Source: an optimization exercise on an open RTL-to-GDS flow (aim: small area). Production flows keep margins and buffers that such runs may drop.

Setup of juniper:
// ALU
module ALU (
    input Clk,
    input Reset,
    input [7:0] operand_A, operand_B,
    input [3:0] Sel,
    output [7:0] Out,
    output [3:0] Flag);
Size: roughly 440 cells after synthesis.
clock: 13.5 ns
lec_check: 0
abc_area: 0
cap_margin: 20
core_margin: 2
core_utilization: 45
cts_buf_list: sky130_fd_sc_hd__clkbuf_4
cts_cluster_size: 20
gpl_timing_driven: 0
slew_margin: 20
synth_hierarchical: 1
synth_minimum_keep_size: 0
standard.sh (not shown) runs the stock make flow with config.mk's settings and CLKGATE_MAP_FILE= SYNTH_SCRIPT=/design/flow/synth_recipe.tcl, a recipe that flattens the netlist after the stock synthesis.
==> flow/flow/run.sh <==
#!/bin/bash
set -euo pipefail
export POST_SYNTH_TCL="$(pwd)/flow/downsize.tcl"
export BUFFER_PORTS_ARGS="-buffer_cell sky130_fd_sc_hd__buf_1"
export RECOVER_POWER=100
SETUP_SLACK_MARGIN=0.5 bash standard.sh cts > standard_to_cts.log 2>&1
SKIP_INCREMENTAL_REPAIR=1 bash standard.sh > standard.log 2>&1
==> flow/flow/downsize.tcl <==
# POST_SYNTH hook: set every combinational cell of the synthesized netlist to
# the smallest-area drive strength of the same cell (the same name up to the
# _N drive suffix), so that ABC's drive choices, made without placement or
# real loads, do not stay in the layout. The flow's own repair_design and
# repair_timing then upsize only the cells that timing, slew or load need.
set ::ds_dont_use {}
if {[info exists ::env(DONT_USE_CELLS)]} { set ::ds_dont_use $::env(DONT_USE_CELLS) }
proc ds_dont_use {name} {
  foreach pat $::ds_dont_use { if {[string match $pat $name]} { return 1 } }
  return 0
}
set db [ord::get_db]
# smallest master for each base name: lowest area, then highest drive number
array set best {}
foreach lib [$db getLibs] {
  foreach m [$lib getMasters] {
    set n [$m getName]
    if {![regexp {^(sky130_fd_sc_hd__[a-z0-9]+(?:_[a-z0-9]+)*?)_([0-9]+)$} $n -> base drv]} { continue }
    if {[ds_dont_use $n]} { continue }
    set a [expr {[$m getWidth] * [$m getHeight]}]
    if {![info exists best($base)]} {
      set best($base) [list $a $drv $m]
    } else {
      lassign $best($base) ba bd bm
      if {$a < $ba || ($a == $ba && $drv > $bd)} { set best($base) [list $a $drv $m] }
    }
  }
}
set block [ord::get_db_block]
set swapped 0
foreach inst [$block getInsts] {
  set m [$inst getMaster]
  set n [$m getName]
  # registers keep the cell synthesis gave them
  if {[string match "sky130_fd_sc_hd__df*" $n] || [string match "sky130_fd_sc_hd__dl*" $n] || [string match "sky130_fd_sc_hd__sdf*" $n] || [string match "sky130_fd_sc_hd__edf*" $n]} { continue }
  if {![regexp {^(sky130_fd_sc_hd__[a-z0-9]+(?:_[a-z0-9]+)*?)_([0-9]+)$} $n -> base drv]} { continue }
  if {![info exists best($base)]} { continue }
  set bm [lindex $best($base) 2]
  if {[$bm getName] ne $n} {
    puts "downsize [$inst getName] $n -> [$bm getName]"
    $inst swapMaster $bm
    incr swapped
  }
}
puts "downsize: $swapped cells set to their smallest drive strength"
## Diff of input files: willow against juniper
--- a/flow/design.v
+++ b/flow/design.v
@@ -26,27 +26,23 @@
     wire [7:0] Y = s_shr ? (8'h01 << B[2:0]) : B;
     wire [7:0] Yx = Y ^ {8{sub}};            
     wire [7:0] Yn = ~Yx;
     wire [7:0] hz, qz;
     assign hz[0] = 1'b1;
     assign qz[0] = s_quo;
     genvar g, k;
     generate
         for (g = 1; g < 8; g = g + 1) begin : g_hz
             assign hz[g] = ~|B[7:8-g];
-            if (g < 6) begin : g_q
-                assign qz[g] = (s_div && hz[g]) || (s_shr && B[2:0] < 8 - g);
-            end
+            assign qz[g] = (s_div && hz[g]) || (s_shr && B[2:0] < 8 - g);
         end
     endgenerate
-    ALU_qz7 u_qz7 (.s_div(s_div), .s_shr(s_shr), .b(B), .qz(qz[7]));
-    ALU_qz6 u_qz6 (.s_div(s_div), .s_shr(s_shr), .b(B), .qz(qz[6]));
     wire [7:0] xs_n = ~((s_mul || (s_shr && !b_lo)) ? 8'h00 : A);
     wire [7:0] xn0;                  
     wire [7:0] X0;                   
     wire [7:0] q;                    
     wire [7:0] co;                   
     wire [7:0] pr0, gr0;             
     generate
         for (g = 7; g >= 0; g = g - 1) begin : g_row
             wire [8-g:0] c;
             wire [7-g:0] xi, xo;
@@ -129,23 +125,32 @@
             end
         end
     endgenerate
     assign xn0[0] = ~X0[0];
     wire mul_ovf_e = |(A[7:1] & (co[7:1] | ~hz[7:1]));
     wire m0 = s_mul && A[0];         
     wire r0 = (Result == 8'h00);
     wire a0 = (A == 8'h00);
     wire b0 = (B == 8'h00);
     wire big = (B > 8);
-    wire f5 = big || (B == 8 && A == 1) || (B == 7 && (A == 2 || A == 3)) ||
-              (B == 6 && (A <= 7 && A >= 4)) || (B == 5 && (A <= 15 && A >= 8)) ||
-              (B == 4 && (A <= 31 && A >= 16));
+    wire z5 = ~|A[7:5];
+    reg lb;                          
+    always @(*)
+    begin
+        case (B[1:0])
+            2'd0: lb = A[4];
+            2'd1: lb = A[4:3] == 2'b01;
+            2'd2: lb = A[4:2] == 3'b001;
+            default: lb = A[4:1] == 4'b0001;
+        endcase
+    end
+    wire f5 = b_lo ? (B[2] && z5 && lb) : (big || (z5 && A[4:0] == 5'b00001));
     wire nq = ~|q[7:1];
     wire k1 = s_add || m0;                   
     wire k0 = s_sub || (s_div && nq);        
     wire hl;                                 
     ALU_mux u_hl (.s(co[0]), .a1(k1), .a0(k0), .y(hl));
     wire hold_e = (s_mul && mul_ovf_e) || (s_shl && (!a0 || big));
     wire sX = (s_add || s_sub || s_mul) && !hold_e;  
     wire sQ = s_quo && !hold_e;                      
     reg T0, T1, T3;
     always @(*)
@@ -257,16 +262,10 @@
 endmodule
 module ALU_mux (input s, a1, a0, output y);
     assign y = s ? a1 : a0;
 endmodule
 module ALU_late (input e, k, co0, output y);
     assign y = e | (k & co0);
 endmodule
 module ALU_late2 (input e, k1, k0, co0, output y);
     assign y = e | (co0 ? k1 : k0);
 endmodule
-module ALU_qz7 (input s_div, s_shr, input [7:0] b, output qz);
-    assign qz = (s_div & ~|b[7:1]) | (s_shr & ~|b[2:0]);
-endmodule
-module ALU_qz6 (input s_div, s_shr, input [7:0] b, output qz);
-    assign qz = (s_div & ~|b[7:2]) | (s_shr & ~b[2] & ~b[1]);
-endmodule
==> run summary <==
willow: all stages complete, timing, DRC and antenna checks passed
Relative to juniper, the per-cell via count in the routed design measured on willow has decreased slightly.
willow vs. juniper: highest net fanout along the worst path went up by 6.
willow vs. juniper: maximum frequency from static timing analysis went up by about 0.56%.
willow vs juniper: post-CTS resize count down
Compared to juniper, the router laid down more metal wire for willow.
Higher global-route usage among willow and juniper: willow
There was hardly any difference in sequential share of layout area between willow and juniper.
Final cell count: juniper vs willow, no meaningful difference
No run of this note included a check of the RTL's function; only the layout flow was run.

-- static timing again, ports no longer ideal --
No port has a modelled driver above. Below, the same layouts with a new extraction and two added sets of constraints.
Step 1: set_driving_cell puts a clkbuf_16 on Clk and a buf_2 on each other input, an assumption about the parent block.
Step 2 moves the port delays by t, midway between the first and last clock arrival at a register: inputs arrive t later, outputs are due t later. That takes back most of the time a late clock gives input paths.
Three values: no drivers, after step 1, after step 2; two values: the first two.
run	t, ns	slack for setup (ns)	latest minus earliest clock arrival (ns)
juniper	0.293	0.352 / 0.351 / 0.058	0.000 / 0.000
willow	0.295	0.424 / 0.426 / 0.130	0.003 / 0.003
After both steps setup and hold are still met in every run listed.
